This design comes from an exercise in tuning for small area, a short achievable clock period and few clock cycles per item on the open sky130 flow, not from production work. The RTL was checked by simulation tests, not by an equivalence proof against the original design. No activity file was given, so power comes from the tool's default toggle rates.

Design xillybus_wrapper, start of the top module:
module xillybus_wrapper (
    input         ap_clk,
    input         ap_rst,
    input  [31:0] in_r_dout,
    input         in_r_empty_n,
    output        in_r_read,
    output [31:0] out_r_din,
    input         out_r_full_n,
    output        out_r_write
);
Settings: LEC_CHECK=0, ABC_AREA=1, CAP_MARGIN=20, CORE_AREA=2.3 2.72 58.42 59.84, DIE_AREA=0 0 60.5 62.2, SETUP_SLACK_MARGIN=3.55, SLEW_MARGIN=20; clock period 7.0 ns.
standard.sh (not shown) runs the stock make flow with config.mk's settings and CLKGATE_MAP_FILE= SYNTH_SCRIPT=/design/flow/synth_recipe.tcl, a recipe that flattens the netlist after the stock synthesis.
==> flow/flow/run.sh <==
#!/bin/bash
# Standard ORFS layout with two changes: every port buffer starts as a
# sky130_fd_sc_hd__buf_1 (the resizer may still resize it), and the constant
# outputs share the one tie cell synthesis made instead of one tie cell each.
set -euo pipefail
bash standard.sh SKIP_REPAIR_TIE_FANOUT=1 \
  "BUFFER_PORTS_ARGS=-buffer_cell sky130_fd_sc_hd__buf_1" finish > standard_flow.log 2>&1
The starting point completed with no timing, DRC or antenna violations.
Testbench counts at the start, summed over its fixed seeds: cycles 8,008, items 8,000.
Next try:
Settings changed: ABC_AREA 1 to 0, CORE_AREA 2.3 2.72 58.42 59.84 to 2.3 2.72 61.64 61.2, DIE_AREA 0 0 60.5 62.2 to 0 0 64 64, SETUP_SLACK_MARGIN 3.55 to 2.5.
First-iteration DRC count climbs to 3.5 times its value. Setup slack is worse by 0.66 ns. Register-to-register slack is worse by 0.03 ns. Final cell count climbs by about 3.7%. Power climbs by about 23%. Clock skew stays flat. Utilization climbs by 6.1 points. Design area climbs by 20%.
Next try:
Settings changed: ABC_AREA 0 to 1, SETUP_SLACK_MARGIN 2.5 to 3.3.
After rerunning:
- The new run went through all stages and came out clean
- first-iteration DRC count came out lower by 61%
- global-route usage falls by 6.2 points
- die area stays the same
- cell count goes down by 4.4%
- wire length drops by 39%


The RTL this note starts from:
==> flow/design.v <==
module xillybus_wrapper (
    input         ap_clk,
    input         ap_rst,
    input  [31:0] in_r_dout,
    input         in_r_empty_n,
    output        in_r_read,
    output [31:0] out_r_din,
    input         out_r_full_n,
    output        out_r_write
);
    function [1:0] step3(input [1:0] m, input b);
        case ({m, b})
            3'b000: step3 = 2'd0;
            3'b001: step3 = 2'd1;
            3'b010: step3 = 2'd2;
            3'b011: step3 = 2'd0;
            3'b100: step3 = 2'd1;
            3'b101: step3 = 2'd2;
            default: step3 = 2'bxx;
        endcase
    endfunction
    wire [7:0] R = in_r_dout[23:16];
    wire [7:0] G = in_r_dout[15:8];
    wire [7:0] B = in_r_dout[7:0];
    reg        vld;
    reg  [9:0] s;
    wire ready = ~vld | out_r_full_n;
    assign in_r_read   = in_r_empty_n & ready;
    assign out_r_write = vld & out_r_full_n;
    always @(posedge ap_clk) begin
        if (ap_rst) vld <= 1'b0;
        else if (ready) vld <= in_r_empty_n;
        if (ready) s <= R + G + B;
    end
    reg [1:0] m [0:10];
    reg [7:0] q;
    integer i;
    always @* begin
        m[10] = 2'd0;
        for (i = 9; i >= 0; i = i - 1) m[i] = step3(m[i+1], s[i]);
        for (i = 0; i < 8; i = i + 1) q[i] = m[i+1][1] | (m[i+1][0] & s[i]);
    end
    assign out_r_din = {24'd0, q};
endmodule
clock: 7.0 ns
lec_check: 0
cap_margin: 20
core_margin: 2
core_utilization: 60
setup_slack_margin: 3.6
slew_margin: 20
Scripts as last shown in full above: flow/flow/run.sh
Testbench counts at the start, summed over its fixed seeds: cycles 8,008, items 8,000.
Edit:
--- a/flow/config.mk
+++ b/flow/config.mk
@@ -6,7 +6,8 @@
 export NUM_CORES = 4
 export LEC_CHECK = 0
+export ABC_AREA = 1
 export CAP_MARGIN = 20
-export CORE_MARGIN = 2
-export CORE_UTILIZATION = 60
-export SETUP_SLACK_MARGIN = 3.6
+export CORE_AREA = 2.3 2.72 61.64 61.2
+export DIE_AREA = 0 0 64 64
+export SETUP_SLACK_MARGIN = 3.4
 export SLEW_MARGIN = 20
After rerunning: Sequential share of layout area goes up by 4.6 points; critical path depth climbs by 9; setup slack improved by 420 ps; clock-buffer cell count came out lower by 1; final cell count decreases by 16%; global-route usage decreases by 16 points; total power decreases by 18%.
Edit:
--- a/flow/config.mk
+++ b/flow/config.mk
@@ -8,6 +8,6 @@
 export ABC_AREA = 1
 export CAP_MARGIN = 20
-export CORE_AREA = 2.3 2.72 61.64 61.2
-export DIE_AREA = 0 0 64 64
-export SETUP_SLACK_MARGIN = 3.4
+export CORE_AREA = 2.3 2.72 58.42 59.84
+export DIE_AREA = 0 0 60.5 62.2
+export SETUP_SLACK_MARGIN = 3.3
 export SLEW_MARGIN = 20
The changed run completed with no timing, DRC or antenna violations.
Power fell by 2.2%.
Cell area fell by 1.7%.
Synthesized cell count stays the same.
Die area fell by 8.1%.
Register-to-register slack is about the same.
Sequential cell count stays the same.
Edit:
==> flow/run.sh (new file) <==
#!/bin/bash
# synth_recipe.tcl (not shown) runs the flow's synth.tcl, then flattens the netlist and writes it again
# the make line also repeats each setting of config.mk as NAME=value (left out here)
make -C /OpenROAD-flow-scripts/flow DESIGN_CONFIG=/design/flow/config.mk WORK_HOME=/design/flow/orfs CLKGATE_MAP_FILE= SYNTH_SCRIPT=/design/flow/synth_recipe.tcl finish
--- a/flow/config.mk
+++ b/flow/config.mk
@@ -6,8 +6,8 @@
 export NUM_CORES = 4
 export LEC_CHECK = 0
-export ABC_AREA = 1
+export ABC_CLOCK_PERIOD_IN_PS = 3400
 export CAP_MARGIN = 20
-export CORE_AREA = 2.3 2.72 58.42 59.84
-export DIE_AREA = 0 0 60.5 62.2
-export SETUP_SLACK_MARGIN = 3.3
+export CORE_MARGIN = 2
+export CORE_UTILIZATION = 40
+export SETUP_SLACK_MARGIN = 3.6
 export SLEW_MARGIN = 20
removed: flow/flow/run.sh
removed: flow/standard.sh
Outcome: The new run passed the timing, design-rule and antenna checks. Synthesized cell count goes up by 28%. Die area goes up by about 27%. Hold slack loses 40 ps.
Edit:
==> flow/flow/run.sh (new file) <==
#!/bin/bash
# Standard ORFS layout with two changes: every port buffer starts as a
# sky130_fd_sc_hd__buf_1 (the resizer may still resize it), and the constant
# outputs share the one tie cell synthesis made instead of one tie cell each.
set -euo pipefail
bash standard.sh SKIP_REPAIR_TIE_FANOUT=1 \
  "BUFFER_PORTS_ARGS=-buffer_cell sky130_fd_sc_hd__buf_1" finish > standard_flow.log 2>&1
==> flow/standard.sh (new file) <==
#!/bin/bash
# synth_recipe.tcl (not shown) runs the flow's synth.tcl, then flattens the netlist and writes it again
# the make line also repeats each setting of config.mk as NAME=value (left out here)
make -C /OpenROAD-flow-scripts/flow DESIGN_CONFIG=/design/flow/config.mk WORK_HOME=/design/flow/orfs CLKGATE_MAP_FILE= SYNTH_SCRIPT=/design/flow/synth_recipe.tcl "${@:-finish}"
--- a/flow/config.mk
+++ b/flow/config.mk
@@ -6,8 +6,10 @@
 export NUM_CORES = 4
 export LEC_CHECK = 0
-export ABC_CLOCK_PERIOD_IN_PS = 3400
+export ABC_AREA = 1
 export CAP_MARGIN = 20
-export CORE_MARGIN = 2
-export CORE_UTILIZATION = 40
+export CORE_AREA = 2.3 2.72 61.64 61.2
+export CTS_CLUSTER_DIAMETER = 100
+export CTS_CLUSTER_SIZE = 30
+export DIE_AREA = 0 0 64 64
 export SETUP_SLACK_MARGIN = 3.6
 export SLEW_MARGIN = 20
removed: flow/run.sh
Worst hold slack improved by 35 ps.
Setup slack improved by 370 ps.
Via count came out lower by about 40%.
Synthesized cell count came out lower by 22%.
Clock power came out lower by about 34%.
Flip-flop and latch count does not change.
Edit:
--- a/flow/config.mk
+++ b/flow/config.mk
@@ -9,7 +9,5 @@
 export CAP_MARGIN = 20
 export CORE_AREA = 2.3 2.72 61.64 61.2
-export CTS_CLUSTER_DIAMETER = 100
-export CTS_CLUSTER_SIZE = 30
 export DIE_AREA = 0 0 64 64
-export SETUP_SLACK_MARGIN = 3.6
+export SETUP_SLACK_MARGIN = 3.0
 export SLEW_MARGIN = 20
- setup slack degrades by 32 ps
- final cell count decreases by 0.90%
- die area is unchanged
- critical path depth stays the same

## separate check: timing with driven ports
In the flow no input, the clock included, has a driving cell. The finished layouts below were timed again as built, in two steps.
Step 1 (the two cells are an assumption about what drives the block):
set clk [get_ports {ap_clk}]
set_driving_cell -lib_cell sky130_fd_sc_hd__clkbuf_16 $clk
set_driving_cell -lib_cell sky130_fd_sc_hd__buf_2 [delete_from_list [all_inputs] $clk]
Step 2 moves the port delays by t, midway between the first and last clock arrival at a register: inputs arrive t later, outputs are due t later. That takes back most of the time a late clock gives input paths.
Three values: ideal, step 1, step 2; two values: the first two.
run | t (ns) | slack for setup (ns) | worst hold slack (ns) | clock arrival spread, ns | pins driven straight from the clock port
the first run of note 1 | 0.280 | 3.708 / 3.708 / 3.428 | 0.802 / 0.802 / 0.802 | 0.003 / 0.002 | 1
the second run of note 1 | 0.277 | 3.046 / 3.046 / 2.769 | 0.829 / 0.829 / 0.829 | 0.002 / 0.002 | 1
the third run of note 1 | 0.277 | 3.541 / 3.541 / 3.264 | 0.797 / 0.797 / 0.797 | 0.003 / 0.002 | 1
the first run of note 2 | 0.283 | 3.060 / 3.039 / 3.323 | 0.705 / 0.705 / 0.705 | 0.001 / 0.001 | 1
the second run of note 2 | 0.280 | 3.481 / 3.460 / 3.376 | 0.780 / 0.780 / 0.780 | 0.003 / 0.002 | 1
the third run of note 2 | 0.274 | 3.445 / 3.425 / 3.336 | 0.785 / 0.785 / 0.785 | 0.001 / 0.001 | 1
the fourth run of note 2 | 0.254 | 3.134 / 3.110 / 3.364 | 0.745 / 0.745 / 0.745 | 0.008 / 0.008 | 1
the fifth run of note 2 | 0.281 | 3.503 / 3.483 / 3.477 | 0.780 / 0.780 / 0.780 | 0.002 / 0.001 | 1
the sixth run of note 2 | 0.280 | 3.471 / 3.450 / 3.340 | 0.780 / 0.780 / 0.780 | 0.003 / 0.002 | 1
After both steps every run listed still meets setup and hold. For the first run of note 1, which loses most, drivers alone change the setup slack by 0.000 ns; drivers and shift together by -0.280 ns.
